This design comes from an exercise in tuning for small area on the open sky130 flow, not from production work. Only simulation tests tie the RTL to the original design; equivalence was not proved. No activity file was given, so power comes from the tool's default toggle rates.

==> inputs of zinc <==
// sd_card_top
module sd_card_top
#(
	parameter  SPI_LOW_SPEED_DIV = 248,
	parameter  SPI_HIGH_SPEED_DIV = 0
)
(
	input            clk,
	input            rst,
	output           SD_nCS,
	output           SD_DCLK,
	output           SD_MOSI,
	input            SD_MISO,
	output reg       sd_init_done,
	input            sd_sec_read,
	input[31:0]      sd_sec_read_addr,
	output reg[7:0]  sd_sec_read_data,
	output reg       sd_sec_read_data_valid,
	output           sd_sec_read_end,
	input            sd_sec_write,
	input[31:0]      sd_sec_write_addr,
	input[7:0]       sd_sec_write_data,
	output           sd_sec_write_data_req,
	output           sd_sec_write_end
);
localparam [4:0] H_LAST = 5'd16, H_AW = 5'd18, H_IDLE = 5'd20, H_RST = 5'd21;
reg  [4:0] h;
reg  [7:0] cc;           
reg  [7:0] tx;           
reg  [7:0] rx;           
reg        mosi_q;       
reg        wr_req;
wire edge_c = sd_init_done ? (cc == 8'h01) : (cc == 8'hec);
wire active = ~h[4] | (h == H_LAST);
wire ack    = (h == H_LAST) & edge_c;
reg  [2:0] idx;
always @(*)
	case (h[3:0])
		4'd0, 4'd1, 4'd2: idx = 3'd7;
		4'd3, 4'd4:       idx = 3'd6;
		4'd5, 4'd6:       idx = 3'd5;
		4'd7, 4'd8:       idx = 3'd4;
		4'd9, 4'd10:      idx = 3'd3;
		4'd11, 4'd12:     idx = 3'd2;
		4'd13, 4'd14:     idx = 3'd1;
		default:          idx = 3'd0;
	endcase
assign SD_MOSI = h[4] ? mosi_q : tx[idx];
assign SD_DCLK = ~h[0];
always @(posedge clk or posedge rst)
	if (rst) begin
		h <= H_RST;
		mosi_q <= 1'b0;
	end else begin
		mosi_q <= SD_MOSI;
		if (h == H_RST || h == H_AW)
			h <= H_IDLE;
		else if (h == H_IDLE) begin
			if (wr_req) h <= 5'd0;
		end else if (edge_c)
			h <= (h == H_LAST) ? H_AW : h + 5'd1;
	end
always @(posedge clk) begin
	cc <= (active & ~edge_c) ? {cc[6:0], ~(cc[7] ^ cc[5] ^ cc[4] ^ cc[3])} : 8'd0;
	if (~h[4] & edge_c & h[0]) rx <= {rx[6:0], SD_MISO};
end
localparam [3:0] S_IDLE = 4'd0, S_CMD0 = 4'd1, S_CMD8 = 4'd2, S_CMD55 = 4'd3,
	S_CMD41 = 4'd4, S_CMD16 = 4'd5, S_CMD17 = 4'd6, S_CMD24 = 4'd7,
	S_READ = 4'd8, S_WRITE = 4'd9, S_REND = 4'd10, S_WEND = 4'd11, S_WRW = 4'd12;
  ...
==> flow/config.mk <==
export PLATFORM = sky130hd
export DESIGN_NAME = sd_card_top
export DESIGN_NICKNAME = sd_card_top
export VERILOG_FILES = /design/flow/design.v
export SDC_FILE = /design/flow/constraint.sdc
export NUM_CORES = 4
export LEC_CHECK = 0
export CAP_MARGIN = 20
export CORE_MARGIN = 2
export CORE_UTILIZATION = 40
export SLEW_MARGIN = 20
==> flow/constraint.sdc <==
create_clock -name core_clock -period 5.0 [get_ports {clk}]
set_input_delay 1.0000 -clock core_clock [delete_from_list [all_inputs] [get_ports {clk}]]
set_output_delay 1.0000 -clock core_clock [all_outputs]
set_load 0.01 [all_outputs]
standard.sh (not shown) runs the stock make flow with config.mk's settings and CLKGATE_MAP_FILE= SYNTH_SCRIPT=/design/flow/synth_recipe.tcl, a recipe that flattens the netlist after the stock synthesis.
==> flow/flow/run.sh <==
#!/bin/bash
# Own layout flow: the standard layout (standard.sh, all ORFS steps) with two changes:
#  1. synthesis maps logic with an area-oriented ABC script (flow/area.abc) instead of
#     ORFS's speed script; everything else in synthesis (registers included) is unchanged;
#  2. clock tree synthesis inserts no dummy loads (CTS_ARGS, from CTS_ARGS_OWN below).
# Each tool's output is in the ORFS logs under orfs/logs/; make's own output is in flow_make.log.
set -euo pipefail
W=$(pwd)
F="$W/flow"
cat > "$W/own_synth.tcl" <<EOT
# The standard flow's synthesis (synth_recipe.tcl), with abc's -script and -D replaced by flow/area.abc
proc abc {args} {
  set out {}
  set skip 0
  foreach a \$args {
    if {\$skip} { set skip 0; continue }
    if {\$a eq "-script" || \$a eq "-D"} { set skip 1; continue }
    lappend out \$a
  }
  yosys abc -script $F/area.abc {*}\$out
}
source $W/synth_recipe.tcl
EOT
sed "s#SYNTH_SCRIPT=[^ ]*synth_recipe.tcl#SYNTH_SCRIPT=$W/own_synth.tcl#" "$W/standard.sh" > "$W/own_standard.sh"
grep -q "SYNTH_SCRIPT=$W/own_synth.tcl" "$W/own_standard.sh"
export CTS_ARGS="-sink_clustering_enable -repair_clock_nets -dont_use_dummy_load -buf_list sky130_fd_sc_hd__clkbuf_8 -root_buf sky130_fd_sc_hd__clkbuf_8 -sink_clustering_size 30 -sink_clustering_max_diameter 150"
bash "$W/own_standard.sh" > "$W/flow_make.log" 2>&1
==> flow/flow/area.abc <==
strash
&get -n
&deepsyn -T 30
&nf -a
&put
==> inputs of pepper, as changes to zinc <==
--- a/flow/flow/run.sh
+++ b/flow/flow/run.sh
@@ -25,3 +25,3 @@
 grep -q "SYNTH_SCRIPT=$W/own_synth.tcl" "$W/own_standard.sh"
-export CTS_ARGS="-sink_clustering_enable -repair_clock_nets -dont_use_dummy_load -buf_list sky130_fd_sc_hd__clkbuf_8 -root_buf sky130_fd_sc_hd__clkbuf_8 -sink_clustering_size 30 -sink_clustering_max_diameter 150"
+export CTS_ARGS="-sink_clustering_enable -repair_clock_nets -dont_use_dummy_load -buf_list sky130_fd_sc_hd__clkbuf_8 -root_buf sky130_fd_sc_hd__clkbuf_8"
 bash "$W/own_standard.sh" > "$W/flow_make.log" 2>&1
==> summary of the runs <==
Sequential cell count is the same in pepper and zinc. Of zinc and pepper, zinc has the higher non-clock buffer count (gap 1). In pepper the total power is higher than in zinc, by about 54%. Of zinc and pepper, zinc has the higher synthesized cell count (gap 3.3%, measured against pepper). Against zinc, the hold slack of pepper is worse by 32 ps. Count of clock-buffer cells in the layout is the same in zinc and pepper. Between zinc and pepper, the lower global-route usage is in zinc (gap 0.69 points). Synthesized area is about the same in zinc and pepper. Between zinc and pepper, the lower via count is in pepper (gap 0.77%, measured against pepper). Between zinc and pepper, the lower fmax is in zinc (gap about 2.1%, measured against pepper).

========
==> inputs of quartz <==
==> flow/design.v <==
module sd_card_top
#(
	parameter  SPI_LOW_SPEED_DIV = 248,
	parameter  SPI_HIGH_SPEED_DIV = 0
)
(
	input            clk,
	input            rst,
	output           SD_nCS,
	output           SD_DCLK,
	output           SD_MOSI,
	input            SD_MISO,
	output reg       sd_init_done,
	input            sd_sec_read,
	input[31:0]      sd_sec_read_addr,
	output reg[7:0]  sd_sec_read_data,
	output reg       sd_sec_read_data_valid,
	output           sd_sec_read_end,
	input            sd_sec_write,
	input[31:0]      sd_sec_write_addr,
	input[7:0]       sd_sec_write_data,
	output           sd_sec_write_data_req,
	output           sd_sec_write_end
);
localparam [4:0] H_LAST = 5'd16, H_AW = 5'd18, H_IDLE = 5'd20, H_RST = 5'd21;
reg  [4:0] h;
reg  [7:0] cc;           
reg  [7:0] tx;           
reg  [7:0] rx;           
reg        mosi_q;       
reg        wr_req;
wire edge_c = cc[0] & ~cc[1] & ~cc[2] & (cc[7:3] == {5{~sd_init_done}});
wire active = ~h[4] | (h == H_LAST);
wire ack    = (h == H_LAST) & edge_c;
reg  [2:0] idx;
always @(*)
	case (h[3:0])
		4'd0, 4'd1, 4'd2: idx = 3'd7;
		4'd3, 4'd4:       idx = 3'd6;
		4'd5, 4'd6:       idx = 3'd5;
		4'd7, 4'd8:       idx = 3'd4;
		4'd9, 4'd10:      idx = 3'd3;
		4'd11, 4'd12:     idx = 3'd2;
		4'd13, 4'd14:     idx = 3'd1;
		default:          idx = 3'd0;
	endcase
assign SD_MOSI = h[4] ? mosi_q : tx[idx];
assign SD_DCLK = ~h[0];
always @(posedge clk or posedge rst)
	if (rst) begin
		h <= H_RST;
		mosi_q <= 1'b0;
	end else begin
		mosi_q <= SD_MOSI;
		if (h == H_RST || h == H_AW)
			h <= H_IDLE;
		else if (h == H_IDLE) begin
			if (wr_req) h <= 5'd0;
		end else if (edge_c)
			h <= (h == H_LAST) ? H_AW : h + 5'd1;
	end
always @(posedge clk) begin
	cc <= (active & ~edge_c) ? cc + 8'd1 : 8'd0;
	if (~h[4] & edge_c & h[0]) rx <= {rx[6:0], SD_MISO};
end
localparam [3:0] S_IDLE = 4'd0, S_CMD0 = 4'd1, S_CMD8 = 4'd2, S_CMD55 = 4'd3,
	S_CMD41 = 4'd4, S_CMD16 = 4'd5, S_CMD17 = 4'd6, S_CMD24 = 4'd7,
	S_READ = 4'd8, S_WRITE = 4'd9, S_REND = 4'd10, S_WEND = 4'd11, S_WRW = 4'd12;
localparam [4:0] C_IDLE = 5'd0, C_INIT = 5'd1, C_WAIT = 5'd2, C_PRE = 5'd3,
	C_CMD = 5'd4, C_CDATA = 5'd5, C_RWAIT = 5'd6, C_READ = 5'd7, C_RACK = 5'd8,
	C_WTOK = 5'd9, C_WD0 = 5'd10, C_WD1 = 5'd11, C_WCRC = 5'd12, C_WSUC = 5'd13,
	C_WBUSY = 5'd14, C_WACK = 5'd15, C_ERR = 5'd16, C_END = 5'd17, C_ENDE = 5'd18;
reg  [3:0]  ss;
reg  [4:0]  cs;
reg         req;
reg  [31:0] addr;
reg  [15:0] bc;
reg         ncs;
assign SD_nCS = ncs;
assign sd_sec_read_end = (ss == S_REND);
assign sd_sec_write_end = (ss == S_WEND);
assign sd_sec_write_data_req = (cs == C_WD0);
wire r1 = (ss == S_CMD0) | (ss == S_CMD8) | (ss == S_CMD55);
wire r1_ok = (rx[7:1] == 7'd0) & (rx[0] == r1);
always @(posedge clk or posedge rst)
	if (rst) begin
		ss <= S_IDLE;
		req <= 1'b0;
		sd_init_done <= 1'b0;
	end else begin
		req <= ~((ss == S_IDLE) | (ss == S_WRW) | (ss == S_REND) | (ss == S_WEND)) &
		       ~((cs == C_END) | (cs == C_RACK) | (cs == C_WACK));
		if (ss == S_CMD41 && cs == C_END) sd_init_done <= 1'b1;
		case (ss)
			S_IDLE:  ss <= S_CMD0;
			S_CMD0:  if (cs == C_END) ss <= S_CMD8;
			S_CMD8:  if (cs == C_END) ss <= S_CMD55;
			S_CMD55: if (cs == C_END) ss <= S_CMD41;
			S_CMD41: if (cs == C_END) ss <= S_CMD16; else if (cs == C_ENDE) ss <= S_CMD55;
			S_CMD16: if (cs == C_END) ss <= S_WRW;   else if (cs == C_ENDE) ss <= S_CMD55;
			S_WRW:   if (sd_sec_write) ss <= S_CMD24; else if (sd_sec_read) ss <= S_CMD17;
			S_CMD24: if (cs == C_END) ss <= S_WRITE;
			S_CMD17: if (cs == C_END) ss <= S_READ;
			S_WRITE: if (cs == C_WACK) ss <= S_WEND;
			S_READ:  if (cs == C_RACK) ss <= S_REND;
			default: ss <= S_WRW;
		endcase
	end
always @(posedge clk)
	if (ss == S_WRW) addr <= sd_sec_write ? sd_sec_write_addr : sd_sec_read_addr;
reg [7:0] cbyte;
always @(*) begin
	cbyte = 8'hff;
	if (bc[15:3] == 13'd0)
		case (bc[2:0])
			3'd0: case (ss)
				S_CMD0:  cbyte = 8'h40;
				S_CMD8:  cbyte = 8'h48;
				S_CMD55: cbyte = 8'h77;
				S_CMD41: cbyte = 8'h69;
				S_CMD16: cbyte = 8'h50;
				S_CMD17: cbyte = 8'h51;
				default: cbyte = 8'h58;
			endcase
			3'd1: cbyte = (ss == S_CMD17 || ss == S_CMD24) ? addr[31:24] : (ss == S_CMD41) ? 8'h40 : 8'h00;
			3'd2: cbyte = (ss == S_CMD17 || ss == S_CMD24) ? addr[23:16] : 8'h00;
			3'd3: cbyte = (ss == S_CMD17 || ss == S_CMD24) ? addr[15:8] : (ss == S_CMD8) ? 8'h01 : (ss == S_CMD16) ? 8'h02 : 8'h00;
			3'd4: cbyte = (ss == S_CMD17 || ss == S_CMD24) ? addr[7:0] : (ss == S_CMD8) ? 8'haa : 8'h00;
			3'd5: cbyte = (ss == S_CMD0) ? 8'h95 : (ss == S_CMD8) ? 8'h87 : 8'hff;
			default: cbyte = 8'hff;
		endcase
end
always @(posedge clk)
	case (cs)
		C_CMD:   tx <= cbyte;
		C_WTOK:  tx <= 8'hfe;
		C_WD1:   tx <= wr_req ? tx : sd_sec_write_data;
		default: tx <= 8'hff;
	endcase
reg [4:0] cn;
always @(*) begin
	cn = cs;
	case (cs)
		C_IDLE:  cn = C_INIT;
		C_INIT:  if (ack & bc[3] & bc[1]) cn = C_WAIT;
		C_WAIT:  if (req) cn = (ss == S_READ) ? C_RWAIT : (ss == S_WRITE) ? C_WTOK : C_PRE;
		C_PRE:   if (ack) cn = C_CMD;
		C_CMD:   if (ack) begin
				if ((&bc) | (~r1_ok & ~rx[7])) cn = C_ERR;
				else if (r1_ok) cn = (ss == S_CMD8) ? C_CDATA : C_END;
			end
		C_CDATA: if (ack & bc[1] & bc[0]) cn = C_END;
		C_RWAIT: if (ack & (rx == 8'hfe)) cn = C_READ;
		C_READ:  if (ack & bc[9] & bc[0]) cn = C_RACK;
		C_WTOK:  if (ack) cn = C_WD0;
		C_WD0:   cn = C_WD1;
		C_WD1:   if (ack) cn = bc[9] ? C_WCRC : C_WD0;
		C_WCRC:  if (ack & bc[0]) cn = C_WSUC;
		C_WSUC:  if (ack & (rx[4:0] == 5'b00101)) cn = C_WBUSY;
		C_WBUSY: if (ack & (&rx)) cn = C_WACK;
		C_ERR:   cn = C_ENDE;
		default: cn = C_WAIT;
	endcase
end
wire xfer = (cs == C_INIT) | (cs == C_PRE) | (cs == C_CMD) | (cs == C_CDATA) |
            (cs == C_RWAIT) | (cs == C_READ) | (cs == C_WTOK) | (cs == C_WD1) |
            (cs == C_WCRC) | (cs == C_WSUC) | (cs == C_WBUSY);
always @(posedge clk or posedge rst)
	if (rst) begin
		cs <= C_IDLE;
		wr_req <= 1'b0;
		ncs <= 1'b1;
		sd_sec_read_data_valid <= 1'b0;
		sd_sec_read_data <= 8'd0;
	end else begin
		cs <= cn;
		wr_req <= xfer & (cn == cs);
		if (cs == C_PRE) ncs <= 1'b1;
		else if (cs == C_CMD) ncs <= 1'b0;
		sd_sec_read_data_valid <= (cs == C_READ) & ~bc[9] & ack;
		if (cs == C_READ && ack) sd_sec_read_data <= rx;
	end
wire bc_clr = (cs == C_IDLE) | (cs == C_WAIT) |
              ((cs == C_CMD) & ack & r1_ok & (ss == S_CMD8)) |
              ((cs == C_WD1) & ack & bc[9]);
wire bc_inc = (cs == C_WD0) | (ack & ((cs == C_INIT) | (cs == C_CMD) | (cs == C_CDATA) |
              (cs == C_READ) | (cs == C_WCRC)));
always @(posedge clk)
	if (bc_clr) bc <= 16'd0;
	else if (bc_inc) bc <= bc + 16'd1;
endmodule
==> flow/run.sh <==
#!/bin/bash
# synth_recipe.tcl (not shown) runs the flow's synth.tcl, then flattens the netlist and writes it again
# the make line also repeats each setting of config.mk as NAME=value (left out here)
make -C /OpenROAD-flow-scripts/flow DESIGN_CONFIG=/design/flow/config.mk WORK_HOME=/design/flow/orfs CLKGATE_MAP_FILE= SYNTH_SCRIPT=/design/flow/synth_recipe.tcl finish
==> flow/config.mk <==
export PLATFORM = sky130hd
export DESIGN_NAME = sd_card_top
export DESIGN_NICKNAME = sd_card_top
export VERILOG_FILES = /design/flow/design.v
export SDC_FILE = /design/flow/constraint.sdc
export NUM_CORES = 4
export LEC_CHECK = 0
export CAP_MARGIN = 20
export CORE_MARGIN = 2
export CORE_UTILIZATION = 40
export SLEW_MARGIN = 20
==> flow/constraint.sdc <==
create_clock -name core_clock -period 5.0 [get_ports {clk}]
set_input_delay 1.0000 -clock core_clock [delete_from_list [all_inputs] [get_ports {clk}]]
set_output_delay 1.0000 -clock core_clock [all_outputs]
set_load 0.01 [all_outputs]
==> sierra (differences from quartz) <==
--- a/flow/config.mk
+++ b/flow/config.mk
@@ -6,4 +6,5 @@
 export NUM_CORES = 4
 export LEC_CHECK = 0
+export ABC_AREA = 1
 export CAP_MARGIN = 20
 export CORE_MARGIN = 2
==> comparison <==
Between quartz and sierra, the lower setup slack is in quartz (gap 0.16 ns).
Of quartz and sierra, quartz has the higher sequential power (gap about 20%, measured against sierra).
Hold slack: quartz is higher than sierra (0.016 ns).
Power: quartz is higher than sierra (about 30%).
In sierra the clock skew is lower than in quartz, by 0.0023 ns.
==> figures <==
| quantity | sierra | quartz |
|---|---|---|
| Fraction of met2 tracks used by global routing | 32.78% | 33.64% |
| Result of the run | complete, no violations | complete, no violations |
| Gate count after technology mapping | 825 | 621 |
| Global-route wire length before repair | 26,500 µm | 25,960 µm |
| Worst VDD drop | 0.1700 mV | 0.1770 mV |
| Power density relative to cell area | 218.0 nW/µm² | 294.8 nW/µm² |
| Gp weighted congestion | 0.9120 | 0.9467 |
| Synth Net Count | 914 | 710 |
| Fraction of standard cell area in multi-input logic | 39.70% | 42.89% |
| Post-Layout Inst Area | 7535 µm² | 7328 µm² |
| Post-Place Cells | 1,094 | 863 |
| Register-to-register setup slack | 2.52 ns | 1.83 ns |

static timing again, ports no longer ideal:
The results above use ideal ports. As a check the final layouts listed here were re-extracted and re-timed, cells and wires unchanged. Step 1 assumes that a clkbuf_16 drives the clock port and a buf_2 every other input. Step 2 moves the port delays by t, midway between the first and last clock arrival at a register: inputs arrive t later, outputs are due t later. That takes back most of the time a late clock gives input paths. a / b / c = ideal / step 1 / step 2; a / b = the first two.
| run | t (ns) | setup slack, ns | latest minus earliest clock arrival (ns) | worst data-port slew with drivers (ns) | pins driven straight from the clock port |
|---|---|---|---|---|---|
| zinc | 0.407 | 1.077 / 1.043 / 1.451 | 0.019 / 0.019 | 0.05 | 1 |
| pepper | 0.390 | 1.161 / 1.127 / 1.517 | 0.027 / 0.027 | 0.04 | 1 |
| quartz | 0.407 | 0.693 / 0.647 / 1.054 | 0.011 / 0.011 | 0.04 | 1 |
| sierra | 0.394 | 0.849 / 0.807 / 1.201 | 0.008 / 0.008 | 0.06 | 1 |
After both steps every run listed still meets setup and hold.
